From an optimization exercise on the open Yosys and OpenROAD flow, aimed at small area and a short achievable clock period; shortcuts taken in it are not production practice. At most, simulation tests tie the RTL to the original design; equivalence was not proved. The RTL of runs 4 to 6 was laid out without a check of its function. No activity file was given, so power comes from the tool's default toggle rates.

## design/flow/design.v

```verilog
module VDC(
    input               clock,
    input               reset,    
    output logic [11:0] cnt,
    output logic [11:0] rev,
    output logic [11:0] nxt,      
    output logic        last      
);
logic [11:0] carry;
always_comb begin
    for (int i = 0; i < 12; i++) rev[i] = cnt[11-i];
end
assign carry[0] = 1'b1;
for (genvar i = 1; i < 12; i++) begin : g_carry
    assign carry[i] = &cnt[i-1:0];
end
assign nxt  = cnt ^ carry;
assign last = &cnt;
always_ff @(posedge clock)
    if (reset) cnt <= 12'd1;
    else       cnt <= nxt;
endmodule
module HWA(
    input [12:0]        in,
    input               clock_d,
    input               clock_s,
    output logic [12:0] out,
    output logic        done
);
localparam [10:0] SGN = 11'b01010001010;    
logic [11:0] l12 [0:21];
logic [9:0]  l10 [22:25];
logic [7:0]  l8  [26:29];
logic [5:0]  l6  [30:33];
logic [1:0]  l2  [34:37];
logic [11:0] q;       
logic [11:0] rq;      
logic        qlast;   
logic [10:0] seg2;    
logic [11:0] tapv;    
logic        sgn;     
logic        bit_r;   
VDC vdc(.clock(clock_d), .reset(clock_s), .cnt(q), .rev(rq), .nxt(), .last(qlast));
logic       nz10;     
logic [1:0] r34;
assign nz10 = |l6[33][3:0];
assign r34  = (l6[33][5:4] == 2'd3) ? 2'd3 : l6[33][5:4] + {1'b0, nz10};
logic [10:0] seg_n;
always_comb begin
    logic [11:0] ge;      
    ge[0]  = 1'b1;
    ge[1]  = q >= 12'd1;
    ge[2]  = q >= 12'd22;
    ge[3]  = q >= 12'd100;
    ge[4]  = q >= 12'd337;
    ge[5]  = q >= 12'd1280;
    ge[6]  = q >= 12'd2813;
    ge[7]  = q >= 12'd3755;
    ge[8]  = q >= 12'd3992;
    ge[9]  = q >= 12'd4070;
    ge[10] = q >= 12'd4091;
    ge[11] = q >= 12'd4094;   
    for (int s = 0; s < 11; s++) seg_n[s] = ge[s] & ~ge[s+1];
    seg_n[0] = seg_n[0] | ge[11];
end
logic [11:0] tapv_n;
always_comb
    tapv_n = ({12{seg2[0]}}  & {l2[37], 10'b0})
           | ({12{seg2[1]}}  & {l6[33], 6'b0})
           | ({12{seg2[2]}}  & {l8[29], 4'b0})
           | ({12{seg2[3]}}  & {l10[25], 2'b0})
           | ({12{seg2[4]}}  & l12[21])
           | ({12{seg2[5]}}  & l12[19])
           | ({12{seg2[6]}}  & l12[17])
           | ({12{seg2[7]}}  & l12[13])
           | ({12{seg2[8]}}  & l12[9])
           | ({12{seg2[9]}}  & l12[5])
           | ({12{seg2[10]}} & l12[1]);
logic gt;
always_comb begin
    logic [11:0] g1, e1;
    logic [5:0]  g2, e2;
    logic [2:0]  g3, e3;
    for (int i = 0; i < 12; i++) begin
        g1[i] = tapv[i] & ~rq[i];
        e1[i] = ~(tapv[i] ^ rq[i]);
    end
    for (int i = 0; i < 6; i++) begin
        g2[i] = g1[2*i+1] | (e1[2*i+1] & g1[2*i]);
        e2[i] = e1[2*i+1] & e1[2*i];
    end
    for (int i = 0; i < 3; i++) begin
        g3[i] = g2[2*i+1] | (e2[2*i+1] & g2[2*i]);
        e3[i] = e2[2*i+1] & e2[2*i];
    end
    gt = g3[2] | (e3[2] & g3[1]) | (e3[2] & e3[1] & g3[0]);
end
logic [12:0] acc_carry;
assign acc_carry[0] = bit_r;
for (genvar i = 1; i < 13; i++) begin : g_acc_carry
    assign acc_carry[i] = bit_r & (&out[i-1:0]);
end
always_ff @(posedge clock_d) begin
    if (clock_s) begin
        l12[0] <= in[11:0];
        for (int j = 1; j < 22; j++) l12[j] <= l12[j-1];
        l10[22] <= {l12[21][11:3], |l12[21][2:0]};
        for (int j = 23; j < 26; j++) l10[j] <= l10[j-1];
        l8[26] <= {l10[25][9:3], |l10[25][2:0]};
        for (int j = 27; j < 30; j++) l8[j] <= l8[j-1];
        l6[30] <= {l8[29][7:3], |l8[29][2:0]};
        for (int j = 31; j < 34; j++) l6[j] <= l6[j-1];
        l2[34] <= r34;
        for (int j = 35; j < 38; j++) l2[j] <= l2[j-1];
    end
end
always_ff @(posedge clock_d) begin
    if (clock_s) begin
        out   <= 13'd0;
        done  <= 1'b0;
        seg2  <= 11'd1;                    
        tapv  <= {l2[36], 10'b0};          
        sgn   <= SGN[0];
        bit_r <= |l2[36];                  
    end else begin
        out   <= out ^ acc_carry;
        done  <= qlast;
        seg2  <= seg_n;
        tapv  <= tapv_n;
        sgn   <= |(seg2 & SGN);
        bit_r <= gt ^ sgn;
    end
end
endmodule
```

## design/flow/constraint.sdc

```tcl
create_clock -name core_clock -period 6.5 [get_ports {clock_d}]
set_input_delay 1.3000 -clock core_clock [delete_from_list [all_inputs] [get_ports {clock_d}]]
set_output_delay 1.3000 -clock core_clock [all_outputs]
set_load 0.01 [all_outputs]
```

## design/flow/config.mk

```make
export PLATFORM = sky130hd
export DESIGN_NAME = HWA
export DESIGN_NICKNAME = HWA
export VERILOG_FILES = /design/flow/design.v
export SDC_FILE = /design/flow/constraint.sdc
export NUM_CORES = 4
export LEC_CHECK = 0
export CAP_MARGIN = 20
export CORE_MARGIN = 2
export CORE_UTILIZATION = 40
export CTS_CLUSTER_DIAMETER = 100
export CTS_CLUSTER_SIZE = 28
export SLEW_MARGIN = 20
export SYNTH_MEMORY_MAX_BITS = 32768
```

## design/flow/run.sh

```bash
#!/bin/bash
# synth_recipe.tcl (not shown) runs the flow's synth.tcl, then flattens the netlist and writes it again
# the make line also repeats each setting of config.mk as NAME=value (left out here)
make -C /OpenROAD-flow-scripts/flow DESIGN_CONFIG=/design/flow/config.mk WORK_HOME=/design/flow/orfs CLKGATE_MAP_FILE= SYNTH_SCRIPT=/design/flow/synth_recipe.tcl finish
```

==> results of run 1 <==
## per-layer routing
metal	GRT usage	vias to the layer above	share of wire
met5	0	-	0
met2	0.1727	98	0.43
met3	0.01951	25	0.042
li1	-	2754	-
met1	0.1833	2990	0.51
met4	0.02922	0	0.019
## final timing paths
| check | startpoint | to | slack (ns) | depth (start not counted) |
|---|---|---|---|---|
| setup reg to reg | vdc.cnt[9] | bit_r | 4.15 | 7 |
| hold / removal | l6[30][3] | l6[31][3] | 0.42 | 0 |
| hold reg to reg | l6[30][3] | l6[31][3] | 0.42 | 0 |
| setup / recovery | out[7] | out[7] | 3.68 | 1 |
## flip-flops by register name (all words and copies together) (netlist names), 8 cells and up
signal / flops
l10: 40
l12: 264
l2: 8
l6: 24
l8: 32
out: 13
seg2: 11
tapv: 12
vdc.cnt: 12
## stage by stage
step / cells / util / worst slack [ns] / hold slack (ns) / cell area [µm²]
after global routing: 1182 / 0.4423 / 3.608 / 0.4242 / 15200
after CTS: 1182 / 0.4423 / 3.644 / 0.4175 / 15200
after floorplan: 684 / - / 4.524 / 0.4002 / 13890
after global placement: 1150 / 0.4272 / 3.465 / 0.4001 / 14690
final: 1182 / 0.4423 / 3.681 / 0.4164 / 15200
after detailed placement: 1150 / 0.4272 / 3.440 / 0.4045 / 14690
## report_power, final
group	internal (mW)	leakage (nW)	switching, mW	total (mW)
combinational	0.0386	0.675	0.0724	0.111
clock	0.541	0.247	0.753	1.29
sequential	3.09	4.01	0.0629	3.15
## final cells by class
type | count | area, µm²
inverters | 14 | 52.55
clock buffers | 31 | 503.0
fillers | 2945 | 19170
multi-input cells | 231 | 1674
flip-flops and latches | 419 | 12070
clock inverters | 1 | 16.27
well taps | 455 | 569.3
repair buffers | 31 | 317.8
## logic make-up (layout without fill, tap and decap cells)
group	after synthesis	after routing	synth area share
adder cells (fa/ha/maj)	20	20	0.01802
flip-flops	419	419	0.8693
multiplexers	1	1	0.0007208
AND/OR/NAND/NOR	99	99	0.03892
buffers and inverters	34	77	0.01018
XOR/XNOR	18	18	0.01135
AO/OA/AOI/OAI	93	93	0.05154
## cells in the final DEF (no fill, tap or decap), drive strengths merged, types with 2 or more instances in the layout
cell           Yosys  final
and4               3      3
o31ai              3      3
a22oi             28     28
o22a               2      2
a31oi              8      8
edfxtp           368    368
nor4               4      4
dfxtp             51     51
xnor2              9      9
inv               14     14
nand3              7      7
o21ai              4      4
nor3               7      7
a22o              10     10
nor2b              5      5
nor2              33     33
nand4              5      5
ha                20     20
a211oi             5      5
a2111oi            2      2
a21oi              9      9
a221oi            10     10
or3                6      6
and3               2      2
clkdlybuf4s50      0     26
xor2               9      9
o311ai             2      2
clkbuf            14     31
buf                6      5
a41oi              3      3
nand2             19     19
a222oi             4      4
==> results list, run 1 <==
* Number of synthesized flops with an enable pin: 368
- Fin Clk Skew: ~0.024 ns
- Clock latency on the worst-skew pair: 0.53 ns
* Final setup violation count: 0
- Yosys attributes the largest share of cell area to sky130_fd_sc_hd__edfxtp_1, sky130_fd_sc_hd__dfxtp_1, sky130_fd_sc_hd__ha_1.
* DR vias: 5867
- For this block, the initial DRC count from the detailed router was 600.
* Critical Path Max Stage Delay: 0.57 ns
- The total count of max-transition violations in the final report is 0.
- FP Rows: 68
* Final Wtd Congestion: approximately 0.81
- The worst setup path is launched from a flop.
* Num CTS Buffers: 18
- The core region is 0.03437 mm².
- Among all cell types in the netlist, the one instantiated most often is sky130_fd_sc_hd__edfxtp_1.
- Along the worst path, the maximum fanout reaches 6.
- Adding up every negative setup slack in the final design gives 0 ns.
- The worst-case IR drop observed on VDD is about 0.19 mV.
- After detailed routing, the number of remaining DRC violations is 0.
* Number of distinct standard cells referenced by the synthesized netlist: 49
- Half-perimeter wire length of the detailed placement result: 12010 µm
- At the worst endpoint, the arrival time is roughly 1.5 ns.
* Proportion of netlist area held by the largest area contributor: 0.7957
* Count of max-cap constraint violations: 0
- For this run, the post-layout net count is 750.
- Post-CTS timing repair inserted 0 buffers for setup.
- Pwr Total: 4.555 mW
* Seq cells post-synth: 419
* Final ANT Viol Nets: 0
* Power density cells: around 300 mW/mm²
- Top cell family by delay on the critical path: buffers and inverters
* Count of antenna diodes in the layout: 0
- For this configuration, the core starts out at a cell density of 0.4040.
* Mean cell area of the mapped netlist: 20.30 µm²
* Critical Path RT: around 5.2 ns
- Wires add up to ~21000 µm.
- The initial antenna violation count is 0.
* Endpoints failing hold: 0
- Worst setup EP type: output port
- Synthesized instance count: slightly below 700
- Counting every sink on the clock net gives approximately 420.
* Fraction of the yosys area taken by sequential cells: 0.8693
- Most area-hungry cell type in the Yosys netlist: sky130_fd_sc_hd__edfxtp_1
- Headroom to the max-slew limit: 0.3643
* Die footprint: 0.03622 mm²
- Path class of the lowest-slack min-delay path: reg -> reg
* Die span in y: 190.3 µm
* Via count of the first global-routing pass: ~5600
- Overall overflow remaining after global route: 0
* Boundary pin count: 29
- Drt first pass iters: 4
- In this run, post-CTS repair resized a total of 0 instances.
* Ys flop type: sky130_fd_sc_hd__edfxtp_1
- The clock period could shrink to ~2.8 ns.
- Setup repair after global routing left no endpoint under its margin.
* Synth cell count leaders: sky130_fd_sc_hd__edfxtp_1, sky130_fd_sc_hd__dfxtp_1, sky130_fd_sc_hd__nor2_1
* Mean routed wirelength per cell: 18.11 µm
- In the final layout, the share of cells above drive strength 1 is 0.04677.
- TritonCTS built the clock tree.
- In the finished design, the share of the clock period the worst path needs comes to 0.4337.
- Counting every net in the synthesized netlist gives slightly above 700.
- Total number of H-tree levels: 1
- Wire length of the first global-routing pass: ~33000 µm
* Synth async-reset ratio: 0
- Highest-delay cell along the critical path: sky130_fd_sc_hd__clkdlybuf4s50_1
* Via density: 4.964
- Aggregate global-route resource usage: 0.1178
* Horizontal extent of the die: 190.3 µm
- Quantity of I/O buffers inserted on ports: 27
- Status: timing/DRC/antenna clean
- The critical path is of the reg -> out type.
* Slew of the pin with the lowest slew margin: 0.9523 ns
- For this design the static power due to leakage is a little under 5 nW.
- Counting along the longest clock path gives a buffer depth of 3.
- Warnings from Yosys: 7
- Crit path buffers/inverters: 1
* Maximum number of pins on one net before global-route repair: between 150 and 200
- Synthesis-to-layout area growth: 9.487%
- Hold buffers post-CTS: 0
- Clock-pin transition on the worst setup and hold timing paths: 0.11 ns
- Critical path cell sequence: clkdlybuf4s50_1
- Syn Std Cell Area: about 0.014 mm²
- CTS placed an instance of sky130_fd_sc_hd__clkbuf_16 at the clock tree root.
- Fmax achieved: about 0.35 GHz
==> inputs of run 2 (changes only) <==
--- a/design/flow/config.mk
+++ b/design/flow/config.mk
@@ -7,8 +7,9 @@
 export LEC_CHECK = 0
 export CAP_MARGIN = 20
 export CORE_MARGIN = 2
-export CORE_UTILIZATION = 40
+export CORE_UTILIZATION = 65
 export CTS_CLUSTER_DIAMETER = 100
 export CTS_CLUSTER_SIZE = 28
+export SETUP_SLACK_MARGIN = 4.2
 export SLEW_MARGIN = 20
 export SYNTH_MEMORY_MAX_BITS = 32768
==> results list, run 2 <==
- Biggest area contributors in the synthesized netlist: sky130_fd_sc_hd__edfxtp_1, sky130_fd_sc_hd__dfxtp_1, sky130_fd_sc_hd__ha_1
- Quantity of I/O buffers inserted on ports: 27 (unchanged)
* Total number of H-tree levels: 1 (unchanged)
* Final Wtd Congestion: 0.8174 (+1.5%)
- The part of the Yosys area used for sequential elements was 0.8693 (unchanged).
- The setup path with the least slack is of type reg -> out.
- The worst path required time was 5.20 ns (about the same).
* Slew of the pin with the lowest slew margin: 0.9629 ns (+0.01066 ns)
* Clock period minus worst slack: 2.302 ns (-0.5174 ns)
- The area fraction in compound gates after synthesis is 0.05154 (unchanged).
- Adder-cell share of the synthesized area: 0.01802 (unchanged)
- Met3 Track Usage GR: 0.02697 (+0.007463)
- After global routing, the most crowded layer is met1.
- Synthesized instance count: 684 (unchanged)
* Worst setup EP type: output port
* Initial core utilization: 0.6606 (+0.2566)
- The total power divided by cell area was 298.7 mW/mm² (-0.29%).
- The number of buffers and inverters on the critical path was 1 (unchanged).
- TritonCTS built the clock tree.
- Post-route cell area: 0.01524 mm² (+0.24%)
- 1st-iter DRT viols: 623 (+3.8%)
- More flip-flops sit in one register than any other, and that register is l12.
* Share of final-layout standard cells stronger than drive strength 1: 0.1086 (+0.06181)
* Post-Synthesis Net Count: 719 (unchanged)
- The share of synthesized cell area in and, or, nand and nor gates was 0.03892 (unchanged).
* Via count of the first global-routing pass: 5836 (+3.8%)
- Fillcell total: 1239 (-58%)
- The largest fanout on the critical path was 2 (-4).
* Final ANT Viol Nets: 0 (unchanged)
- The register bit total from synthesis is 419 (unchanged).
- Most common cell in the netlist: sky130_fd_sc_hd__edfxtp_1
- Aggregate global-route resource usage: 0.2001 (+0.08225)
- Most area-hungry cell type in the Yosys netlist: sky130_fd_sc_hd__edfxtp_1
- Wire length of the first global-routing pass: 33470 µm (+1.6%)
- The most used flip-flop cell after synthesis is sky130_fd_sc_hd__edfxtp_1.
- Die span in y: 150.2 µm (-21%)
- Clock latency on the worst-skew pair: 0.54 ns (about the same)
* CTS sink count: 419 (unchanged)
* Drt first pass iters: 5 (+1)
* Number of nets in the layout: 769 (+2.5%)
* Setup TNS: 0 ns (unchanged)
- The relative max-transition margin was 0.3572 (-0.007115).
* Fmax achieved: 0.4345 GHz (+22%)
- Number of cells on the worst reg-to-reg path: 7 (unchanged)
* Worst setup slack for register-to-register paths: 4.41 ns (+0.26 ns)
- Horizontal extent of the die: 150.2 µm (-21%)
- Fin Clk Skew: 0.02179 ns (-0.001917 ns)
* Hold Path Stages: 0 (unchanged)
* Arrival time at the worst endpoint: 1.00 ns (-0.52 ns)
- The final count of hold timing violations came to 0 (unchanged).
- The half-perimeter wire length after placement was 11870 µm (-1.2%).
* Flip-flop count of the largest register, all copies and words added: 264 (unchanged)
- Synth async-reset ratio: 0 (unchanged)
- Category of the worst setup path launch point: flop
- The area enclosed by the die boundary was 0.02255 mm² (-38%).
- The overall routed net length came to 21820 µm (+1.9%).
- The library cell used most frequently in the layout, excluding fill and tap cells, is sky130_fd_sc_hd__edfxtp_1.
- The clock input transition at the sequential cells of the worst setup and hold paths came to 0.10 ns (about the same).
- The standard-cell row count is 53 (-22%).
- Sink of the worst hold path: l12[8][6]
* Top cell family by delay on the critical path: flip-flops
* Syn Std Cell Area: 0.01389 mm² (unchanged)
- The share of the synthesized area in the top cell type came to 0.7957 (unchanged).
- Num CTS Buffers: 18 (unchanged)
* Count of max-cap constraint violations: 0 (unchanged)
* Initial antenna violation count: 0 (unchanged)
* Path class of the lowest-slack min-delay path: reg -> reg
* Critical Path Max Stage Delay: 0.36 ns (-0.21 ns)
* Via density: 5.994 (+21%)
- The core footprint is 0.02102 mm² (-39%).
- The average instance area after synthesis is 20.30 µm² (unchanged).
- The count of unique library cells instantiated by Yosys came to 49 (unchanged).
- The aggregate global routing overflow came to 0 (unchanged).
- The critical path goes through buf_6.
- By area, the combinational part of the netlist is dominated by compound AO/OA/AOI/OAI gates.
- Launch instance of the worst register-to-register path: vdc.cnt[6]
* Reg2Reg Capture Point: bit_r
- Hold path start: l12[7][6]
- The xor and xnor area share after synthesis was 0.01135 (unchanged).
- Unrepaired setup endpoints after global routing: yes
- The commonest cells after synthesis are sky130_fd_sc_hd__edfxtp_1, sky130_fd_sc_hd__dfxtp_1, sky130_fd_sc_hd__nor2_1.
* Number of synthesized flops with an enable pin: 368 (unchanged)
- The total of hold buffers inserted after clock tree synthesis came to 0 (unchanged).
- The total count of max-transition violations in the final report was 0 (unchanged).
- The share of the clock period used by the worst path is 0.3541 (-0.07959).
- Cell Area, Placed: 0.01445 mm² (-1.6%)
- The global-route track usage on met1 is 0.3094 (+0.1261).
- The fraction of synthesized area in multiplexers was 0.0007208 (unchanged).
* Commonest non-fill, non-tap cells in the layout: sky130_fd_sc_hd__edfxtp_1, sky130_fd_sc_hd__dfxtp_1, sky130_fd_sc_hd__nor2_1
* Synthesis-to-layout area growth: 9.749%
* Mean routed wirelength per cell: 21.37 µm (+18%)
- The root buffer cell chosen for the clock tree is sky130_fd_sc_hd__clkbuf_16.
- Count of antenna diodes in the layout: 0 (unchanged)
- Met2 Track Usage GR: 0.3066 (+0.1339)
- The largest registers in the layout are l12: 264 flops, l10: 40 flops, l8: 32 flops.
- Final setup violation count: 0 (unchanged)
- DR vias: 6120 (+4.3%)
* DRC: 0 (unchanged)
- The run finished with no timing, DRC or antenna violations.
- The total I/O pin count was 29 (unchanged).
* Warnings from Yosys: 7 (unchanged)
- Maximum clock path buffer count: 3 (unchanged)
- The maximum number of pins on one net before global-route repair is 98 (-38%).
* Highest-delay cell along the critical path: sky130_fd_sc_hd__dfxtp_4
- The static leakage power is 5.117 nW (+3.8%).
- Peak ir drop on the vdd network: 0.2583 mV (+33%)
[run 2: how the worst max path moves through the flow]
stage	from	to	slack, ns	cells after the start
after floorplan	clock_s	seg2[10]	4.52	3
after global placement	clock_s	l12[0][6]	3.20	2
after detailed placement	clock_s	l12[1][6]	3.09	2
after CTS	out[8]	out[8]	4.17	1
after global routing	out[8]	out[8]	4.17	1
final	out[8]	out[8]	4.20	1
[run 2: stage by stage]
| step | std cells | total power [mW] | utilization | worst slack (ns) | hold WS [ns] |
|---|---|---|---|---|---|
| 2_1_floorplan | 684 | 3.224 | - | 4.524 | 0.4002 |
| 3_3_place_gp | 968 | 3.311 | 0.6872 | 3.201 | 0.4007 |
| 3_5_place_dp | 968 | 3.324 | 0.6872 | 3.093 | 0.4045 |
| 4_1_cts | 1015 | 4.595 | 0.7211 | 4.173 | 0.4249 |
| 5_1_grt | 1021 | 4.713 | 0.7250 | 4.168 | 0.4321 |
| 6_report | 1021 | 4.553 | 0.7250 | 4.198 | 0.4139 |
[run 2: timing repair]
item / CTS / global route
pin swaps: 0 / 1
gates resized for setup: 86 / 7
gates cloned: 2 / 0
setup buffers: 13 / 6
endpoints found under the setup margin: 295 / 15
[run 2: layer usage]
layer | part of all wire | wire length [µm]
met5 | 0 | 0
met1 | 0.45 | 9890
met2 | 0.46 | 10120
met4 | 0.027 | 579
met3 | 0.056 | 1228
[run 2: layout make-up]
cell class / instances / area (µm²) / share of cell area
Tap cell: 275 / 344.1 / 0.02258
Sequential cell: 419 / 12090 / 0.7935
Inverter: 14 / 52.55 / 0.003448
Multi-Input combinational cell: 231 / 1679 / 0.1102
Clock inverter: 1 / 16.27 / 0.001067
Clock buffer: 31 / 499.2 / 0.03276
Timing Repair Buffer: 50 / 555.5 / 0.03645
[run 2: cell families (layout without fill, tap and decap cells)]
kind of cell | after synthesis | in the layout
buffers and inverters | 34 | 96
adder cells (fa/ha/maj) | 20 | 20
flip-flops | 419 | 419
AO/OA/AOI/OAI | 93 | 93
AND/OR/NAND/NOR | 99 | 99
multiplexers | 1 | 1
XOR/XNOR | 18 | 18
[run 2: report_power, final]
group	switching [mW]	leakage, nW	internal, mW
Clock	0.738	0.244	0.536
Sequential	0.0626	4.01	3.09
Combinational	0.0771	0.859	0.0525
==> inputs of run 3 (changes only) <==
--- a/design/flow/config.mk
+++ b/design/flow/config.mk
@@ -7,9 +7,9 @@
 export LEC_CHECK = 0
 export CAP_MARGIN = 20
 export CORE_MARGIN = 2
-export CORE_UTILIZATION = 65
+export CORE_UTILIZATION = 40
 export CTS_CLUSTER_DIAMETER = 100
 export CTS_CLUSTER_SIZE = 28
-export SETUP_SLACK_MARGIN = 4.2
+export SETUP_SLACK_MARGIN = 4.1
 export SLEW_MARGIN = 20
 export SYNTH_MEMORY_MAX_BITS = 32768
==> results list, run 3 <==
- Internal cell power: 3.669 mW (-0.15%)
* Power share of the combinational group: 0.025 (-0.003)
* Count of antenna diodes in the layout: 0 (unchanged)
* Wire length of the first global-routing pass: 33240 µm (-0.68%)
* WL final: 21560 µm (-1.2%)
- Clock group share of total power: 0.284 (+0.004)
- Initial antenna violation count: 0 (unchanged)
* Clock latency on the worst-skew pair: 0.53 ns (about the same)
- The number of buffers and inverters on the critical path is 1 (unchanged).
- Mean cell area of the mapped netlist: 20.30 µm² (unchanged)
- The number of remaining DRC errors is 0 (unchanged).
- Fmax achieved: 0.4310 GHz (-0.79%)
* Final ANT Viol Nets: 0 (unchanged)
- The relative max-transition margin was 0.3745 (+0.01730).
- Critical path cell sequence: buf_2
* Seq cells post-synth: 419 (unchanged)
* Critical path start-end classification: reg -> out
- The maximum clock insertion buffer count came to 3 (unchanged).
- Reg2Reg Capture Point: bit_r
* Synth cell count leaders: sky130_fd_sc_hd__edfxtp_1, sky130_fd_sc_hd__dfxtp_1, sky130_fd_sc_hd__nor2_1
* Hold path start: l6[30][3]
* Unrepaired setup endpoints after global routing: no
- Synth Area in Compound Gates: 0.05154 (unchanged)
- Status: timing/DRC/antenna clean
- Largest register by flop count: l12
* Number of distinct standard cells referenced by the synthesized netlist: 49 (unchanged)
- Fraction of the mapped netlist area in simple logic gates: 0.03892 (unchanged)
- 1st-iter DRT viols: 581 (-6.7%)
- The worst clock skew came to 0.02221 ns (+0.0004155 ns).
* Worst setup slack for register-to-register paths: 4.35 ns (-0.06 ns)
* Worst setup EP type: output port
- Maximum number of pins on one net before global-route repair: 159 (+62%)
- In the final layout, the registers with the most flip-flops are l12: 264 flops, l10: 40 flops, l8: 32 flops.
* Proportion of netlist area held by the largest area contributor: 0.7957 (unchanged)
* Syn Std Cell Area: 0.01389 mm² (unchanged)
* Launch instance of the worst register-to-register path: vdc.cnt[9]
* Most area-hungry cell type in the Yosys netlist: sky130_fd_sc_hd__edfxtp_1
- The overall routing resource usage is 0.1188 (-0.08124).
- The worst hold path depth came to 0 (unchanged).
- Relative to the synthesized area, the layout overhead comes to 10.16%.
- Synthesized instance count: 684 (unchanged)
* Period Utilization, post-route: 0.3569 (+0.002817)
* Die span in y: 190.3 µm (+27%)
- Adder-cell share of the synthesized area: 0.01802 (unchanged)
- Core region area: 0.03437 mm² (+64%)
- The arrival time at the worst endpoint was 1.02 ns (+0.02 ns).
- Critical Path Max Stage Delay: 0.36 ns (about the same)
- The standard-cell row count is 68 (+28%).
- Boundary pin count: 29 (unchanged)
- The slew at the pin with the worst max-slew slack is 0.9370 ns (-0.02592 ns).
- The synthesized net count was 719 (unchanged).
- The worst setup path is launched from a flop.
- Highest-delay cell along the critical path: sky130_fd_sc_hd__dfxtp_2
* Final setup violation count: 0 (unchanged)
* Flip-flop count of the largest register, all copies and words added: 264 (unchanged)
* Final Wtd Congestion: 0.8054 (-1.5%)
- Count of max-cap constraint violations: 0 (unchanged)
- The total power divided by cell area was 298.0 mW/mm² (-0.24%).
- Endpoints failing hold: 0 (unchanged)
- The area enclosed by the die boundary came to 0.03622 mm² (+61%).
* TritonCTS clock tree: yes
- Hold buffers post-CTS: 0 (unchanged)
* Number of synthesized flops with an enable pin: 368 (unchanged)
- Drt first pass iters: 5 (unchanged)
- Leaving out fill and tap cells, the most frequent cell in the layout is sky130_fd_sc_hd__edfxtp_1.
- Leaving out fill and tap cells, the most frequent cells in the layout are sky130_fd_sc_hd__edfxtp_1, sky130_fd_sc_hd__dfxtp_1, sky130_fd_sc_hd__nor2_1.
* Multiplexer share of the synthesized area: 0.0007208 (unchanged)
- The share of async-settable or async-resettable flops after synthesis is 0 (unchanged).
* Sink of the worst hold path: l6[31][3]
* Cells after DPL: 1150 (+19%)
* Fraction of power consumed by sequential logic: 0.691 (about the same)
* Fraction of the yosys area taken by sequential cells: 0.8693 (unchanged)
- The x dimension of the die is 190.3 µm (+27%).
- The filler-free cell count of the finished design was 1198 (+17%).
- Warnings from Yosys: 7 (unchanged)
- Static Leakage: 5.061 nW (-1.1%)
- Switching power summed over all nets: 889.4 µW (+1.3%)
- The cell family contributing the most delay on the critical path is flip-flops.
- DR vias: 5920 (-3.3%)
* Utilization after layout: 0.4451 (-0.2799)
* Half-perimeter wire length of the detailed placement result: 12010 µm (+1.2%)
- For this run, the leading register cell type out of synthesis is sky130_fd_sc_hd__edfxtp_1.
- The worst path required time is 5.20 ns (about the same).
- Critical path peak fanout: 1 (-1)
- Path class of the lowest-slack min-delay path: reg -> reg
- Clock period minus worst slack: 2.320 ns (+0.01831 ns)
* Overall overflow remaining after global route: 0 (unchanged)
- The switching portion of total power was 0.1951 (+0.002303).
- Total number of H-tree levels: 1 (unchanged)
- Final Max Slew Viols: 0 (unchanged)
* Clock-pin transition on the worst setup and hold timing paths: 0.11 ns (about the same)
- The effective utilization at floorplan came to 0.4040 (-0.2566).
* Number of cells on the worst reg-to-reg path: 7 (unchanged)
- Number of nets in the layout: 766 (-0.39%)
- Mean routed wirelength per cell: 18.00 µm (-16%)
* Synthesized-area fraction occupied by xor and xnor cells: 0.01135 (unchanged)
- Peak ir drop on the vdd network: 0.1930 mV (-25%)
* Share of final-layout standard cells stronger than drive strength 1: 0.1063 (-0.002253)
- The via density per instance was 4.942 (-18%).
- CTS placed an instance of sky130_fd_sc_hd__clkbuf_16 at the clock tree root.
- Via count of the first global-routing pass: 5710 (-2.2%)
- Num CTS Buffers: 18 (unchanged)
- Yosys attributes the largest share of cell area to sky130_fd_sc_hd__edfxtp_1, sky130_fd_sc_hd__dfxtp_1, sky130_fd_sc_hd__ha_1.
- Quantity of I/O buffers inserted on ports: 27 (unchanged)
- Most common cell in the netlist: sky130_fd_sc_hd__edfxtp_1
* CTS sink count: 419 (unchanged)
- After synthesis, the largest family of logic cells by area is compound AO/OA/AOI/OAI gates.
* Setup TNS: 0 ns (unchanged)
[run 3: cell types whose count changed in the layout (fill, tap and decap cells not counted)]
| cell | previous run | this run |
|---|---|---|
| sky130_fd_sc_hd__clkbuf_4 | 0 | 1 |
| sky130_fd_sc_hd__dfxtp_4 | 2 | 1 |
| sky130_fd_sc_hd__buf_2 | 0 | 13 |
| sky130_fd_sc_hd__bufbuf_16 | 2 | 0 |
| sky130_fd_sc_hd__buf_6 | 14 | 3 |
| sky130_fd_sc_hd__dfxtp_2 | 12 | 13 |
| sky130_fd_sc_hd__clkbuf_2 | 0 | 1 |
| sky130_fd_sc_hd__clkbuf_1 | 13 | 12 |
| sky130_fd_sc_hd__buf_16 | 2 | 1 |
| sky130_fd_sc_hd__buf_4 | 19 | 16 |
[run 3: repair_timing]
item | 4_1_cts | 5_1_grt
endpoints found under the setup margin | 92 | 221
buffers inserted | 13 | 3
endpoints found under the hold margin | 0 | 0
gates resized for setup | 61 | 14
gates cloned | 0 | 0
[run 3: per-layer routing]
metal / routed length, µm / track usage
met2: 9453 / 0.1761
met4: 414 / 0.02922
met5: 0 / 0
met3: 765 / 0.01951
met1: 10930 / 0.1834
[run 3: kinds of logic after synthesis]
logic type,count (synthesis)
muxes,1
DFF,419
adders and majority gates,20
buffers and inverters,34
AOI/OAI and AO/OA,93
and+or+nand+nor,99
xor gates and xnor gates,18
[run 3: cell type report]
class / count / area [µm²]
fillers: 2938 / 19070
flip-flops and latches: 419 / 12090
clock buffers: 31 / 503.0
clock inverters: 1 / 16.27
well taps: 455 / 569.3
multi-input cells: 231 / 1679
inverters: 14 / 52.55
repair buffers: 47 / 386.6
[run 3: power by group through the flow]
stage | combinational [mW] | clock (mW) | sequential, mW
floorplan | 0.0416 | 0 | 3.18
global placement | 0.111 | 0 | 3.21
detailed placement | 0.113 | 0 | 3.21
CTS | 0.118 | 1.35 | 3.15
global route | 0.133 | 1.43 | 3.16
finish | 0.116 | 1.29 | 3.15
[run 3: per-stage QoR]
stage | cell area, µm² | hold slack [ns] | worst slack, ns | power [mW]
3_3_place_gp | 14690 | 0.4001 | 3.465 | 3.318
4_1_cts | 15300 | 0.4175 | 4.018 | 4.620
2_1_floorplan | 13890 | 0.4002 | 4.524 | 3.224
3_5_place_dp | 14690 | 0.4045 | 3.440 | 3.326
6_report | 15300 | 0.4168 | 4.180 | 4.559
5_1_grt | 15300 | 0.4242 | 4.108 | 4.731
[run 3: worst max path at each step]
stage          startpoint         end  slack (ns)  cells after the start
5_1_grt           clock_s     seg2[1]        4.11                      4
6_report             done        done        4.18                      1
3_3_place_gp      clock_s  l12[0][10]        3.47                      2
2_1_floorplan     clock_s    seg2[10]        4.52                      3
4_1_cts           clock_s     seg2[1]        4.02                      4
3_5_place_dp      clock_s  l12[5][11]        3.44                      2
==> inputs of run 4 (changes only) <==
--- a/design/flow/design.v
+++ b/design/flow/design.v
@@ -40,6 +40,8 @@
 logic [11:0] tapv;    
 logic        sgn;     
 logic        bit_r;   
+logic        s_r;     
+logic [11:0] in_r;    
 VDC vdc(.clock(clock_d), .reset(clock_s), .cnt(q), .rev(rq), .nxt(), .last(qlast));
 logic       nz10;     
 logic [1:0] r34;
@@ -64,8 +66,12 @@
     seg_n[0] = seg_n[0] | ge[11];
 end
 logic [11:0] tapv_n;
+logic [1:0] l37;      
+logic [1:0] l36;      
+assign l37 = s_r ? l2[36] : l2[37];
+assign l36 = s_r ? l2[35] : l2[36];
 always_comb
-    tapv_n = ({12{seg2[0]}}  & {l2[37], 10'b0})
+    tapv_n = ({12{seg2[0]}}  & {l37, 10'b0})
            | ({12{seg2[1]}}  & {l6[33], 6'b0})
            | ({12{seg2[2]}}  & {l8[29], 4'b0})
            | ({12{seg2[3]}}  & {l10[25], 2'b0})
@@ -101,8 +107,12 @@
     assign acc_carry[i] = bit_r & (&out[i-1:0]);
 end
 always_ff @(posedge clock_d) begin
-    if (clock_s) begin
-        l12[0] <= in[11:0];
+    s_r  <= clock_s;
+    in_r <= in[11:0];
+end
+always_ff @(posedge clock_d) begin
+    if (s_r) begin
+        l12[0] <= in_r;
         for (int j = 1; j < 22; j++) l12[j] <= l12[j-1];
         l10[22] <= {l12[21][11:3], |l12[21][2:0]};
         for (int j = 23; j < 26; j++) l10[j] <= l10[j-1];
@@ -119,9 +129,9 @@
         out   <= 13'd0;
         done  <= 1'b0;
         seg2  <= 11'd1;                    
-        tapv  <= {l2[36], 10'b0};          
+        tapv  <= {l36, 10'b0};             
         sgn   <= SGN[0];
-        bit_r <= |l2[36];                  
+        bit_r <= |l36;                     
     end else begin
         out   <= out ^ acc_carry;
         done  <= qlast;
--- a/design/flow/config.mk
+++ b/design/flow/config.mk
@@ -10,6 +10,6 @@
 export CORE_UTILIZATION = 40
 export CTS_CLUSTER_DIAMETER = 100
 export CTS_CLUSTER_SIZE = 28
-export SETUP_SLACK_MARGIN = 4.1
+export SETUP_SLACK_MARGIN = 4.3
 export SLEW_MARGIN = 20
 export SYNTH_MEMORY_MAX_BITS = 32768
==> results list, run 4 <==
- Synthesized instance count: 708 (+3.5%)
- Via density: 5.002 (+1.2%)
* Headroom to the max-slew limit: 0.3035 (-0.07102)
- Commonest non-fill, non-tap cells in the layout: sky130_fd_sc_hd__edfxtp_1, sky130_fd_sc_hd__dfxtp_1, sky130_fd_sc_hd__nor2_1
- The final net count came to 787 (+2.7%).
* Leading cell type in the layout, fill and taps excluded: sky130_fd_sc_hd__edfxtp_1
- Final ANT Viol Nets: 0 (unchanged)
- The number of DRC markers after the initial detailed-route iteration came to 633 (+9.0%).
- Crit path buffers/inverters: 1 (unchanged)
- TritonCTS clock tree: yes
- Ys flop type: sky130_fd_sc_hd__edfxtp_1
- Proportion of netlist area held by the largest area contributor: 0.7725 (-0.02327)
- The post-synthesis adder-cell area fraction came to 0.01769 (-0.0003346).
- Power density cells: 302.0 mW/mm² (+1.4%)
* Clock Root Buffer: sky130_fd_sc_hd__clkbuf_16
* Status: timing/DRC/antenna clean
- Wire length of the first global-routing pass: 33560 µm (+0.95%)
- The arrival time at the worst endpoint is 1.00 ns (-0.02 ns).
* Most area-hungry cell type in the Yosys netlist: sky130_fd_sc_hd__edfxtp_1
* Count of max-cap constraint violations: 0 (unchanged)
- Period Utilization, post-route: 0.3542 (-0.002742)
- The worst reg-to-reg path cell count is 7 (unchanged).
* Biggest area contributors in the synthesized netlist: sky130_fd_sc_hd__edfxtp_1, sky130_fd_sc_hd__dfxtp_1, sky130_fd_sc_hd__ha_1
- The half-perimeter wire length after placement is 12130 µm (+0.97%).
- Minimum setup slack after placement: 3.937 ns (+0.4973 ns)
* Highest-delay cell along the critical path: sky130_fd_sc_hd__dfxtp_4
* Synth async-reset ratio: 0 (unchanged)
- The area enclosed by the die boundary came to 0.03689 mm² (+1.9%).
- Share of final-layout standard cells stronger than drive strength 1: 0.09935 (-0.006979)
* Largest registers: l12: 264 flops, l10: 40 flops, l8: 32 flops
* Core region area: 0.03471 mm² (+0.99%)
- The worst clock skew is 0.01948 ns (-0.002726 ns).
- Initial antenna violation count: 0 (unchanged)
- The stage delay of the slowest cell on the critical path was 0.36 ns (about the same).
* Static Leakage: 5.199 nW (+2.7%)
- Initial core utilization: 0.4076 (+0.003608)
* Via count of the first global-routing pass: 5729 (+0.33%)
- The total I/O pin count was 29 (unchanged).
* Critical path start-end classification: reg -> out
- The xor and xnor area share after synthesis was 0.009904 (-0.001449).
- Hold Path Stages: 0 (unchanged)
* Endpoints failing hold: 0 (unchanged)
- The number of H-tree branching levels came to 1 (unchanged).
* FP Rows: 68 (unchanged)
* Hold path start: l12[2][1]
- The minimum clock period after layout is 2.302 ns (-0.01782 ns).
- The filler-free cell count of the finished design came to 1220 (+1.8%).
- The storage element area was 0.01232 mm² (+1.9%).
- Cell Area, Placed: 0.01497 mm² (+1.9%)
- The clock input transition at the sequential cells of the worst setup and hold paths came to 0.10 ns (about the same).
- The synthesized net count was 743 (+3.3%).
- The total power consumption of the routed design came to 4.732 mW (+3.8%).
- Category of the worst setup path launch point: flop
- Drt first pass iters: 5 (unchanged)
* Crit path depth: 1 (unchanged)
- The total non-filler cell area in the finished layout came to 0.01567 mm² (+2.4%).
- The clock latency of the later-clocked register in the worst-skew pair was 0.54 ns (about the same).
- Number of synthesized flops with an enable pin: 364 (-1.1%)
- The worst register-to-register path begins at vdc.cnt[9].
- The number of synthesis warnings was 7 (unchanged).
- The filler cell count is 2974 (+1.2%).
- The commonest cells after synthesis are sky130_fd_sc_hd__edfxtp_1, sky130_fd_sc_hd__dfxtp_1, sky130_fd_sc_hd__nor2_1.
- The count of final setup violators is 0 (unchanged).
- By area, the combinational part of the netlist is dominated by compound AO/OA/AOI/OAI gates.
- The slew at the pin with the worst max-slew slack came to 1.045 ns (+0.1078 ns).
- Mean routed wirelength per cell: 17.95 µm (-0.27%)
- The number of placed cells counting well taps is 1175 (+2.2%).
- Final Wtd Congestion: 0.8147 (+1.2%)
* Sink of the worst hold path: l12[3][1]
* Fmax achieved: 0.4344 GHz (+0.77%)
* Worst setup EP type: output port
- Seq cells post-synth: 432 (+3.1%)
* CTS sink count: 432 (+3.1%)
* Critical path cell sequence: buf_6
* Quantity of I/O buffers inserted on ports: 27 (unchanged)
- In this run the critical register-to-register path is captured at bit_r.
* Post-route worst hold slack: 0.4139 ns (-0.002861 ns)
- Worst setup slack for register-to-register paths: 4.44 ns (+0.09 ns)
* Syn Std Cell Area: 0.01415 mm² (+1.9%)
* DR vias: 6102 (+3.1%)
* Maximum number of pins on one net before global-route repair: 181 (+14%)
- Number of distinct standard cells referenced by the synthesized netlist: 52 (+6.1%)
* Aggregate global-route resource usage: 0.1191 (+0.0003225)
- Mean cell area of the mapped netlist: 19.99 µm² (-1.6%)
* Largest register by flop count: l12
- DRC: 0 (unchanged)
* Multi-input logic area: 0.001750 mm² (+4.2%)
* WL final: 21900 µm (+1.6%)
- Unrepaired setup endpoints after global routing: yes
- Critical Path RT: 5.20 ns (about the same)
* Final Max Slew Viols: 0 (unchanged)
- Num CTS Buffers: 19 (+1)
* Maximum clock path buffer count: 3 (unchanged)
- Synth Area in Compound Gates: 0.04872 (-0.002814)
- Synthesis-to-layout area growth: 10.73%
- Path class of the lowest-slack min-delay path: reg -> reg
- Top cell family by delay on the critical path: flip-flops
* Horizontal extent of the die: 192.1 µm (+0.92%)
* Utilization after layout: 0.4513 (+0.006270)
- Most common cell in the netlist: sky130_fd_sc_hd__edfxtp_1
* Die span in y: 192.1 µm (+0.92%)
- Fraction of the mapped netlist area in simple logic gates: 0.04147 (+0.002549)
- The largest fanout on the critical path is 2 (+1).
* Setup TNS: 0 ns (unchanged)
* Fraction of the yosys area taken by sequential cells: 0.8687 (about the same)
* Post-layout worst setup margin: 4.198 ns (+0.01782 ns)
- Flip-flop count of the largest register, all copies and words added: 264 (unchanged)
- Multiplexer share of the synthesized area: 0.003714 (+0.002993)
- The number of diodes came to 0 (unchanged).
- Peak ir drop on the vdd network: 0.1934 mV (+0.17%)
- The aggregate global routing overflow was 0 (unchanged).
## run 4: cell count changes in the layout (fill, tap and decap cells not counted), sizes merged, moves of 3 or more
cell,before,now
buf,34,30
xor2,9,4
dfxtp,51,68
nand2,19,15
a211oi,5,1
inv,14,19
xnor2,9,12
nor3,7,10
a21oi,9,14
edfxtp,368,364
## run 4: report_power, final
part / switching [mW] / internal, mW
clock: 0.790 / 0.569
combinational: 0.0811 / 0.0514
sequential: 0.0687 / 3.17
total: 0.940 / 3.79
## run 4: what timing repair did
item	CTS	global route
pin swaps	0	1
setup buffers	11	0
endpoints found under the setup margin	15	15
hold buffers	0	0
gates resized for setup	87	6
## run 4: cell type report
type,instances,share of cell area
Multi-Input combinational cell,239,0.1117
Clock inverter,2,0.001597
Tap cell,455,0.03634
Clock buffer,32,0.03346
Sequential cell,432,0.7865
Inverter,18,0.004312
Timing Repair Buffer,42,0.02603
## run 4: cells by family after synthesis
| logic type | after synthesis |
|---|---|
| AO/OA/AOI/OAI | 93 |
| flip-flops | 432 |
| buffers and inverters | 37 |
| AND/OR/NAND/NOR | 105 |
| adder cells (fa/ha/maj) | 20 |
| XOR/XNOR | 16 |
| multiplexers | 5 |
## run 4: layer usage
layer	global-route usage	wire length (µm)	up-vias
li1	-	-	2856
met1	0.1856	10780	3087
met2	0.1731	9481	129
met3	0.01955	1161	30
met4	0.03259	468	0
met5	0	0	-
## run 4: worst max path at each step
stage,from,to,slack [ns]
2_1_floorplan,s_r,tapv[11],2.78
4_1_cts,out[1],out[1],4.15
3_5_place_dp,vdc.cnt[9],bit_r,3.94
3_3_place_gp,vdc.cnt[9],bit_r,3.96
6_report,out[0],out[0],4.20
5_1_grt,out[0],out[0],4.15
==> inputs of run 5 (changes only) <==
--- a/design/flow/config.mk
+++ b/design/flow/config.mk
@@ -8,8 +8,8 @@
 export CAP_MARGIN = 20
 export CORE_MARGIN = 2
 export CORE_UTILIZATION = 40
-export CTS_CLUSTER_DIAMETER = 100
-export CTS_CLUSTER_SIZE = 28
-export SETUP_SLACK_MARGIN = 4.3
+export CTS_CLUSTER_DIAMETER = 80
+export CTS_CLUSTER_SIZE = 20
+export SETUP_SLACK_MARGIN = 4.4
 export SLEW_MARGIN = 20
 export SYNTH_MEMORY_MAX_BITS = 32768
==> results list, run 5 <==
- The final net count came to 798 (+1.4%).
- The number of sinks on the clock net came to 432 (unchanged).
- The vertical die dimension came to 192.1 µm (unchanged).
- The number of remaining DRC errors is 0 (unchanged).
* Post-route worst hold slack: 0.4085 ns (-0.005434 ns)
* Synthesized instance count: 708 (unchanged)
* Sink of the worst hold path: l12[0][3]
- The first-pass GRT wire length is 33870 µm (+0.91%).
- Crit path depth: 1 (unchanged)
- Critical path start-end classification: reg -> out
- Highest-delay cell along the critical path: sky130_fd_sc_hd__dfxtp_4
* Mean cell area of the mapped netlist: 19.99 µm² (unchanged)
- The area enclosed by the die boundary came to 0.03689 mm² (unchanged).
* Synth async-reset ratio: 0 (unchanged)
- Core region area: 0.03471 mm² (unchanged)
* Arrival time at the worst endpoint: 1.00 ns (about the same)
- Number of distinct standard cells referenced by the synthesized netlist: 52 (unchanged)
* Path class of the lowest-slack min-delay path: reg -> reg
- The worst hold path depth is 0 (unchanged).
- Number of synthesized flops with an enable pin: 364 (unchanged)
- Relative to the synthesized area, the layout overhead comes to 12.33%.
- The number of synthesis warnings is 7 (unchanged).
- Utilization after layout: 0.4579 (+0.006524)
- The effective utilization at floorplan came to 0.4076 (unchanged).
- Worst setup EP type: output port
- The stage delay of the slowest cell on the critical path was 0.35 ns (about the same).
* Largest registers: l12: 264 flops, l10: 40 flops, l8: 32 flops
- 1st-iter DRT viols: 618 (-2.4%)
* Fillcell total: 2969 (-0.17%)
* Hold buffers post-CTS: 0 (unchanged)
- The overall routed net length is 22120 µm (+1.0%).
* Hold path start: in_r[3]
- The highest ir drop seen on vdd is 0.2876 mV (+49%).
- The worst clock skew is 0.01882 ns (-0.0006620 ns).
- The worst reg-to-reg path cell count came to 7 (unchanged).
- By count the netlist is led by sky130_fd_sc_hd__edfxtp_1, sky130_fd_sc_hd__dfxtp_1, sky130_fd_sc_hd__nor2_1.
- Mean routed wirelength per cell: 17.89 µm (-0.34%)
- The initial antenna violation count was 0 (unchanged).
- Leading cell type in the layout, fill and taps excluded: sky130_fd_sc_hd__edfxtp_1
* Final ANT Viol Nets: 0 (unchanged)
* Worst setup slack for register-to-register paths: 4.52 ns (+0.08 ns)
- The standard-cell row count was 68 (unchanged).
* Aggregate global-route resource usage: 0.1204 (+0.001290)
* Overall overflow remaining after global route: 0 (unchanged)
* Post-route cell area: 0.01589 mm² (+1.4%)
- The number of H-tree branching levels is 1 (unchanged).
- For this run, the leading register cell type out of synthesis is sky130_fd_sc_hd__edfxtp_1.
- Quantity of I/O buffers inserted on ports: 27 (unchanged)
- TritonCTS built the clock tree.
* Reg2Reg Capture Point: bit_r
- The total power divided by cell area was 310.0 mW/mm² (+2.6%).
- Critical Path RT: 5.20 ns (about the same)
- Seq cells post-synth: 432 (unchanged)
* Most common cell in the netlist: sky130_fd_sc_hd__edfxtp_1
* Category of the worst setup path launch point: flop
* Static Leakage: 5.301 nW (+2.0%)
* Maximum number of pins on one net before global-route repair: 181 (unchanged)
* Horizontal extent of the die: 192.1 µm (unchanged)
* Pwr Total: 4.928 mW (+4.1%)
- Drt first pass iters: 4 (-1)
- The via count of the first global-routing pass came to 5785 (+0.98%).
- The relative max-transition margin came to 0.2995 (-0.003939).
- Commonest non-fill, non-tap cells in the layout: sky130_fd_sc_hd__edfxtp_1, sky130_fd_sc_hd__dfxtp_1, sky130_fd_sc_hd__nor2_1
- Count of max-cap constraint violations: 0 (unchanged)
- The netlist area before placement was 0.01415 mm² (unchanged).
* Proportion of netlist area held by the largest area contributor: 0.7725 (unchanged)
* Final Max Slew Viols: 0 (unchanged)
- The total clock buffers created by CTS is 25 (+6).
- The total I/O pin count was 29 (unchanged).
- Clock Root Buffer: sky130_fd_sc_hd__clkbuf_16
- Cell Area, Placed: 0.01497 mm² (unchanged)
* Flip-flop count of the largest register, all copies and words added: 264 (unchanged)
* Most area-hungry cell type in the Yosys netlist: sky130_fd_sc_hd__edfxtp_1
- The clock latency of the later-clocked register in the worst-skew pair is 0.55 ns (about the same).
- Critical path cell sequence: buf_6
- Status: timing/DRC/antenna clean
- The share of layout cells above drive strength 1 is 0.1164 (+0.01702).
* Period Utilization, post-route: 0.3537 (-0.0005000)
- More flip-flops sit in one register than any other, and that register is l12.
* Setup TNS: 0 ns (unchanged)
- Via density: 4.977 (-0.49%)
- The final count of hold timing violations came to 0 (unchanged).
- The maximum clock insertion buffer count came to 3 (unchanged).
- Setup repair after global routing could not meet its margin everywhere.
* Fraction of the yosys area taken by sequential cells: 0.8687 (unchanged)
- The total number of vias is 6157 (+0.90%).
- The minimum clock period after layout was 2.299 ns (-0.003250 ns).
- The synthesized net count is 743 (unchanged).
- Launch instance of the worst register-to-register path: vdc.cnt[8]
- Slew of the pin with the lowest slew margin: 1.051 ns (+0.005908 ns)
* Count of antenna diodes in the layout: 0 (unchanged)
- Fmax achieved: 0.4350 GHz (+0.14%)
- Clock-pin transition on the worst setup and hold timing paths: 0.08 ns (-0.02 ns)
- Critical path peak fanout: 2 (unchanged)
* Final Wtd Congestion: 0.8147 (unchanged)
* Crit path buffers/inverters: 1 (unchanged)
- On the critical path the largest part of the delay comes from flip-flops.
* Half-perimeter wire length of the detailed placement result: 12130 µm (unchanged)
- The count of final setup violators is 0 (unchanged).
- After synthesis, the cell types taking the most area are sky130_fd_sc_hd__edfxtp_1, sky130_fd_sc_hd__dfxtp_1, sky130_fd_sc_hd__ha_1.
## run 5: cell counts after synthesis
Identical to the previous run, type by type.
## run 5: how the worst max path moves through the flow
stage               endpoint        from
CTS                   out[0]      out[0]
global route          out[0]      out[0]
detailed placement     bit_r  vdc.cnt[9]
finish                out[0]      out[0]
floorplan           tapv[11]         s_r
global placement       bit_r  vdc.cnt[9]
## run 5: final cells by class
type	instances	area (µm²)	share of cell area
inverter	18	71.32	0.004487
clock inverter	2	17.52	0.001102
sequential	432	12330	0.7755
clock buffer	44	696.9	0.04385
timing repair buffer	47	445.4	0.02802
tap	455	569.3	0.03582
multi-input combinational	239	1768	0.1112
## run 5: timing repair
item | CTS | global route
gates cloned | 0 | 0
buffers inserted | 11 | 5
setup endpoints to repair | 15 | 15
pin swaps | 1 | 0
resized for setup | 88 | 10
## run 5: metal layers
layer  up-vias  part of all wire  routed length [µm]  GRT usage
met5         -                 0                   0          0
met4         0             0.028                 629    0.03670
met3        42             0.051                1118    0.02174
met2       138              0.43                9569     0.1708
met1      3092              0.49               10810     0.1885
li1       2885                 -                   -          -
## run 5: stage by stage
stage               setup WS [ns]  instances
floorplan                   2.782        708
global placement            3.961       1175
global route                4.161       1237
CTS                         4.181       1232
detailed placement          3.937       1175
finish                      4.201       1237
## run 5: kinds of logic after synthesis
kind of cell / count (synthesis) / share of synthesized area
buffers and inverters: 37 / 0.009815
AND/OR/NAND/NOR: 105 / 0.04147
multiplexers: 5 / 0.003714
adder cells (fa/ha/maj): 20 / 0.01769
AO/OA/AOI/OAI: 93 / 0.04872
flip-flops: 432 / 0.8687
XOR/XNOR: 16 / 0.009903
## run 5: where the power goes
part           total, mW  internal, mW  switching [mW]
registers           3.24          3.17          0.0691
logic              0.132        0.0513          0.0811
clock network       1.55         0.734           0.820
==> inputs of run 6 (changes only) <==
--- a/design/flow/design.v
+++ b/design/flow/design.v
@@ -36,42 +36,35 @@
 logic [11:0] q;       
 logic [11:0] rq;      
 logic        qlast;   
-logic [10:0] seg2;    
 logic [11:0] tapv;    
 logic        sgn;     
 logic        bit_r;   
-logic        s_r;     
-logic [11:0] in_r;    
 VDC vdc(.clock(clock_d), .reset(clock_s), .cnt(q), .rev(rq), .nxt(), .last(qlast));
 logic       nz10;     
 logic [1:0] r34;
 assign nz10 = |l6[33][3:0];
 assign r34  = (l6[33][5:4] == 2'd3) ? 2'd3 : l6[33][5:4] + {1'b0, nz10};
-logic [10:0] seg_n;
+logic [10:0] seg2;
 always_comb begin
     logic [11:0] ge;      
     ge[0]  = 1'b1;
-    ge[1]  = q >= 12'd1;
-    ge[2]  = q >= 12'd22;
-    ge[3]  = q >= 12'd100;
-    ge[4]  = q >= 12'd337;
-    ge[5]  = q >= 12'd1280;
-    ge[6]  = q >= 12'd2813;
-    ge[7]  = q >= 12'd3755;
-    ge[8]  = q >= 12'd3992;
-    ge[9]  = q >= 12'd4070;
-    ge[10] = q >= 12'd4091;
-    ge[11] = q >= 12'd4094;   
-    for (int s = 0; s < 11; s++) seg_n[s] = ge[s] & ~ge[s+1];
-    seg_n[0] = seg_n[0] | ge[11];
+    ge[1]  = q >= 12'd2;
+    ge[2]  = q >= 12'd23;
+    ge[3]  = q >= 12'd101;
+    ge[4]  = q >= 12'd338;
+    ge[5]  = q >= 12'd1281;
+    ge[6]  = q >= 12'd2814;
+    ge[7]  = q >= 12'd3756;
+    ge[8]  = q >= 12'd3993;
+    ge[9]  = q >= 12'd4071;
+    ge[10] = q >= 12'd4092;
+    ge[11] = q == 12'd4095;   
+    for (int s = 0; s < 11; s++) seg2[s] = ge[s] & ~ge[s+1];
+    seg2[0] = seg2[0] | ge[11];
 end
 logic [11:0] tapv_n;
-logic [1:0] l37;      
-logic [1:0] l36;      
-assign l37 = s_r ? l2[36] : l2[37];
-assign l36 = s_r ? l2[35] : l2[36];
 always_comb
-    tapv_n = ({12{seg2[0]}}  & {l37, 10'b0})
+    tapv_n = ({12{seg2[0]}}  & {l2[37], 10'b0})
            | ({12{seg2[1]}}  & {l6[33], 6'b0})
            | ({12{seg2[2]}}  & {l8[29], 4'b0})
            | ({12{seg2[3]}}  & {l10[25], 2'b0})
@@ -107,12 +100,8 @@
     assign acc_carry[i] = bit_r & (&out[i-1:0]);
 end
 always_ff @(posedge clock_d) begin
-    s_r  <= clock_s;
-    in_r <= in[11:0];
-end
-always_ff @(posedge clock_d) begin
-    if (s_r) begin
-        l12[0] <= in_r;
+    if (clock_s) begin
+        l12[0] <= in[11:0];
         for (int j = 1; j < 22; j++) l12[j] <= l12[j-1];
         l10[22] <= {l12[21][11:3], |l12[21][2:0]};
         for (int j = 23; j < 26; j++) l10[j] <= l10[j-1];
@@ -128,14 +117,12 @@
     if (clock_s) begin
         out   <= 13'd0;
         done  <= 1'b0;
-        seg2  <= 11'd1;                    
-        tapv  <= {l36, 10'b0};             
+        tapv  <= {l2[36], 10'b0};          
         sgn   <= SGN[0];
-        bit_r <= |l36;                     
+        bit_r <= |l2[36];                  
     end else begin
         out   <= out ^ acc_carry;
         done  <= qlast;
-        seg2  <= seg_n;
         tapv  <= tapv_n;
         sgn   <= |(seg2 & SGN);
         bit_r <= gt ^ sgn;
--- a/design/flow/config.mk
+++ b/design/flow/config.mk
@@ -8,8 +8,8 @@
 export CAP_MARGIN = 20
 export CORE_MARGIN = 2
 export CORE_UTILIZATION = 40
-export CTS_CLUSTER_DIAMETER = 80
-export CTS_CLUSTER_SIZE = 20
-export SETUP_SLACK_MARGIN = 4.4
+export CTS_CLUSTER_DIAMETER = 100
+export CTS_CLUSTER_SIZE = 28
+export SETUP_SLACK_MARGIN = 4.1
 export SLEW_MARGIN = 20
 export SYNTH_MEMORY_MAX_BITS = 32768
==> results list, run 6 <==
- Seq cells post-synth: 408 (-5.6%)
- The part of the Yosys area used for sequential elements is 0.8548 (-0.01389).
* Count of max-cap constraint violations: 0 (unchanged)
- The total power divided by cell area is 290.2 mW/mm² (-6.4%).
- Mean routed wirelength per cell: 18.24 µm (+2.0%)
- Fmax achieved: 0.4294 GHz (-1.3%)
- The core footprint was 0.03437 mm² (-0.98%).
* Most area-hungry cell type in the Yosys netlist: sky130_fd_sc_hd__edfxtp_1
- The number of search-and-repair iterations in the first detailed-routing pass came to 6 (+2).
- Hold Path Stages: 0 (unchanged)
- In the synthesized netlist the dominant register cell turns out to be sky130_fd_sc_hd__edfxtp_1.
- The maximum number of pins on one net before global-route repair is 80 (-56%).
* DRC: 0 (unchanged)
- The filler cell count is 2958 (-0.37%).
- Setup TNS: 0 ns (unchanged)
* Critical path cell sequence: buf_2
- Period Utilization, post-route: 0.3583 (+0.004591)
- The x dimension of the die was 190.2 µm (-0.99%).
* Met3 WL post-DR: 1223 µm (+9.4%)
* Aggregate global-route resource usage: 0.1203 (about the same)
- The number of buffers and inverters on the critical path is 1 (unchanged).
* Total routed wire length on the met1 layer: 10500 µm (-2.8%)
- The number of diodes was 0 (unchanged).
* Top cell family by delay on the critical path: flip-flops
- Leading cell type in the layout, fill and taps excluded: sky130_fd_sc_hd__edfxtp_1
- The area occupied by multi-input gates is 0.002009 mm² (+14%).
* Peak ir drop on the vdd network: 0.2298 mV (-20%)
- Clock latency on the worst-skew pair: 0.53 ns (-0.02 ns)
- Via count of the first global-routing pass: 5844 (+1.0%)
- Path class of the lowest-slack min-delay path: reg -> reg
- Critical path peak fanout: 4 (+2)
- 1st-iter DRT viols: 794 (+28%)
* Quantity of I/O buffers inserted on ports: 27 (unchanged)
- Worst setup EP type: output port
- Among all cell types in the netlist, the one instantiated most often is sky130_fd_sc_hd__edfxtp_1.
* Initial core utilization: 0.4034 (-0.004264)
* FP Rows: 68 (unchanged)
- The average instance area after synthesis is 19.83 µm² (-0.75%).
- The worst clock skew was 0.01875 ns (-0.00007300 ns).
- The flip-flop count of the largest register after layout came to 264 (unchanged).
- Die footprint: 0.03617 mm² (-2.0%)
- Die span in y: 190.2 µm (-0.99%)
- The worst slack after detailed placement is 3.207 ns (-0.7300 ns).
- TritonCTS clock tree: yes
- The storage element area was 0.01188 mm² (-3.6%).
* Number of synthesized flops with an enable pin: 368 (+1.1%)
* Initial antenna violation count: 0 (unchanged)
- The slew at the pin with the worst max-slew slack came to 0.6882 ns (-0.3625 ns).
- Half-perimeter wire length of the detailed placement result: 13030 µm (+7.4%)
- The first-pass GRT wire length is 33490 µm (-1.1%).
- Reg2Reg Capture Point: tapv[11]
* Final Max Slew Viols: 0 (unchanged)
- Worst setup slack for register-to-register paths: 4.22 ns (-0.30 ns)
- Maximum clock path buffer count: 3 (unchanged)
- Total number of H-tree levels: 1 (unchanged)
- STA classifies the critical path startpoint as a flop.
* Largest register by flop count: l12
- Share of final-layout standard cells stronger than drive strength 1: 0.1582 (+0.04187)
- Synthesis-to-layout area growth: 12.31% (about the same)
* Synth cell count leaders: sky130_fd_sc_hd__edfxtp_1, sky130_fd_sc_hd__dfxtp_1, sky130_fd_sc_hd__nor2_1
* CTS sink count: 408 (-5.6%)
- The share of async-settable or async-resettable flops after synthesis was 0 (unchanged).
- Final setup violation count: 0 (unchanged)
- The final net count is 793 (-0.63%).
- The share of the synthesized area in the top cell type came to 0.7970 (+0.02456).
* Critical path start-end classification: reg -> out
- Syn Std Cell Area: 0.01386 mm² (-2.0%)
* Highest-delay cell along the critical path: sky130_fd_sc_hd__dfxtp_2
- The total clock buffers created by CTS was 18 (-28%).
- Post-layout worst setup margin: 4.171 ns (-0.02984 ns)
- Clock Root Buffer: sky130_fd_sc_hd__clkbuf_16
- Met2 wirelength from detailed routing: 10150 µm (+6.1%)
- DR vias: 6232 (+1.2%)
* Unrepaired setup endpoints after global routing: no
- Synthesized instance count: 699 (-1.3%)
- Hold path start: l10[22][8]
- The worst path required time is 5.20 ns (about the same).
* Hold buffers post-CTS: 0 (unchanged)
- The worst register-to-register path begins at vdc.cnt[5].
* Endpoints failing hold: 0 (unchanged)
- Headroom to the max-slew limit: 0.5412 (+0.2417)
- Biggest area contributors in the synthesized netlist: sky130_fd_sc_hd__edfxtp_1, sky130_fd_sc_hd__dfxtp_1, sky130_fd_sc_hd__ha_1
- After detailed routing, no signal wire sits above met4.
- Final Wtd Congestion: 0.8333 (+2.3%)
- The worst-case hold slack was 0.4136 ns (+0.005134 ns).
- Commonest non-fill, non-tap cells in the layout: sky130_fd_sc_hd__edfxtp_1, sky130_fd_sc_hd__nor2_1, sky130_fd_sc_hd__buf_4
* Critical Path Max Stage Delay: 0.37 ns (+0.02 ns)
* Number of cells on the worst reg-to-reg path: 6 (-1)
- The static leakage power is 5.174 nW (-2.4%).
* Clock-pin transition on the worst setup and hold timing paths: 0.10 ns (+0.02 ns)
- The number of synthesis warnings was 7 (unchanged).
- Overall overflow remaining after global route: 0 (unchanged)
* WL final: 22360 µm (+1.1%)
- Arrival time at the worst endpoint: 1.03 ns (+0.03 ns)
- Boundary pin count: 29 (unchanged)
- Status: timing/DRC/antenna clean
- The worst hold path terminates at l10[23][8].
* Via density: 5.083 (+2.1%)
- The count of unique library cells instantiated by Yosys was 56 (+7.7%).
* Final ANT Viol Nets: 0 (unchanged)
* Clock period minus worst slack: 2.329 ns (+0.02984 ns)
- The synthesized net count came to 733 (-1.3%).
- Largest registers: l12: 264 flops, l10: 40 flops, l8: 32 flops
[run 6: cell types whose count changed after synthesis, moves of 6 or more]
cell / previous run / this run
sky130_fd_sc_hd__buf_4: 0 / 6
sky130_fd_sc_hd__nand2_1: 15 / 21
sky130_fd_sc_hd__a22oi_1: 26 / 4
sky130_fd_sc_hd__and3_1: 1 / 10
sky130_fd_sc_hd__a221oi_1: 10 / 4
sky130_fd_sc_hd__clkbuf_1: 17 / 8
sky130_fd_sc_hd__dfxtp_1: 68 / 40
[run 6: cell type report]
class / instances / area share
multi-input combinational: 255 / 0.1290
timing repair buffer: 60 / 0.03327
tap: 455 / 0.03656
clock buffer: 30 / 0.03182
clock inverter: 2 / 0.002089
inverter: 16 / 0.004018
sequential: 408 / 0.7632
[run 6: worst max-delay path by stage]
| stage | from | to | cells after the start |
|---|---|---|---|
| 6_report | out[4] | out[4] | 1 |
| 5_1_grt | vdc.cnt[5] | tapv[11] | 6 |
| 3_3_place_gp | clock_s | bit_r | 6 |
| 2_1_floorplan | clock_s | tapv[10] | 4 |
| 4_1_cts | vdc.cnt[1] | tapv[11] | 9 |
| 3_5_place_dp | clock_s | bit_r | 6 |
[run 6: through the flow]
| stage | power [mW] | util | cells | cell area, µm² |
|---|---|---|---|---|
| finish | 4.518 | 0.4530 | 1226 | 15570 |
| global route | 4.692 | 0.4530 | 1226 | 15570 |
| CTS | 4.573 | 0.4508 | 1219 | 15490 |
| detailed placement | 3.275 | 0.4267 | 1168 | 14670 |
| global placement | 3.268 | 0.4267 | 1168 | 14670 |
| floorplan | 3.171 | - | 699 | 13860 |
[run 6: timing repair]
item                       in CTS  in global routing
buffers inserted               18                  7
pin swaps                       6                  8
cloned                          1                  0
resized for setup              84                 30
setup endpoints to repair     106                 21
[run 6: logic make-up after synthesis]
group           Yosys count  share of synthesized area
flops                   408                     0.8548
fa+ha+maj                19                    0.01715
simple gates            121                    0.04666
compound gates           97                    0.05722
xor+xnor                 18                    0.01137
buf+inv                  36                    0.01281
[run 6: routing by layer]
layer,vias to the layer above,GRT usage
met5,-,0
met4,0,0.03309
met3,34,0.02011
met2,145,0.1830
met1,3186,0.1801
li1,2867,-
[run 6: worst register-to-register path: stages, from the launching register on]
cell	delay (ns)
sky130_fd_sc_hd__dfxtp_1	0.52
sky130_fd_sc_hd__nand3_2	0.35
sky130_fd_sc_hd__o41ai_4	0.48
sky130_fd_sc_hd__o211a_4	0.37
sky130_fd_sc_hd__and2_1	0.21
sky130_fd_sc_hd__a2111oi_4	0.04
sky130_fd_sc_hd__a32oi_1	0.24
[run 6: where the power goes]
part           total [mW]  switching, mW  internal (mW)
clock network        1.29          0.749          0.539
logic               0.149         0.0925         0.0570
registers            3.08         0.0621           3.02

[what the ideal ports hide]
How much do the figures lean on ideal ports? The routed layouts below were timed once more, with nothing changed but the port constraints. Step 1: set_driving_cell puts a clkbuf_16 on clock_d and a buf_2 on each other input, an assumption about the parent block. Step 2 adds t to the input delays and takes it off the output delays; t is the mean of the earliest and latest rising clock arrival at the registers after step 1. Input paths then give back, and output paths get back, about the clock's delay inside the block. a / b / c = ideal ports / drivers / drivers and shift; a / b = the first two.
run	t (ns)	setup WS [ns]	hold slack, ns	worst register clock-pin slew, ns	worst slew at a driven data input, ns
run 1	0.567	3.681 / 3.632 / 3.419	0.416 / 0.416 / 0.416	0.11 / 0.11	0.06
run 2	0.570	4.198 / 4.154 / 3.794	0.414 / 0.414 / 0.414	0.10 / 0.10	0.15
run 3	0.570	4.180 / 4.131 / 3.624	0.417 / 0.417 / 0.417	0.11 / 0.11	0.06
run 4	0.570	4.198 / 4.155 / 3.962	0.414 / 0.414 / 0.414	0.10 / 0.10	0.03
run 5	0.585	4.201 / 4.160 / 3.975	0.408 / 0.408 / 0.408	0.08 / 0.08	0.03
run 6	0.567	4.171 / 4.127 / 3.696	0.414 / 0.414 / 0.414	0.11 / 0.11	0.06
After both steps every run listed still meets setup and hold. The setup slack of run 3, which loses most, moves by -0.049 ns with the drivers and by -0.556 ns with both steps.
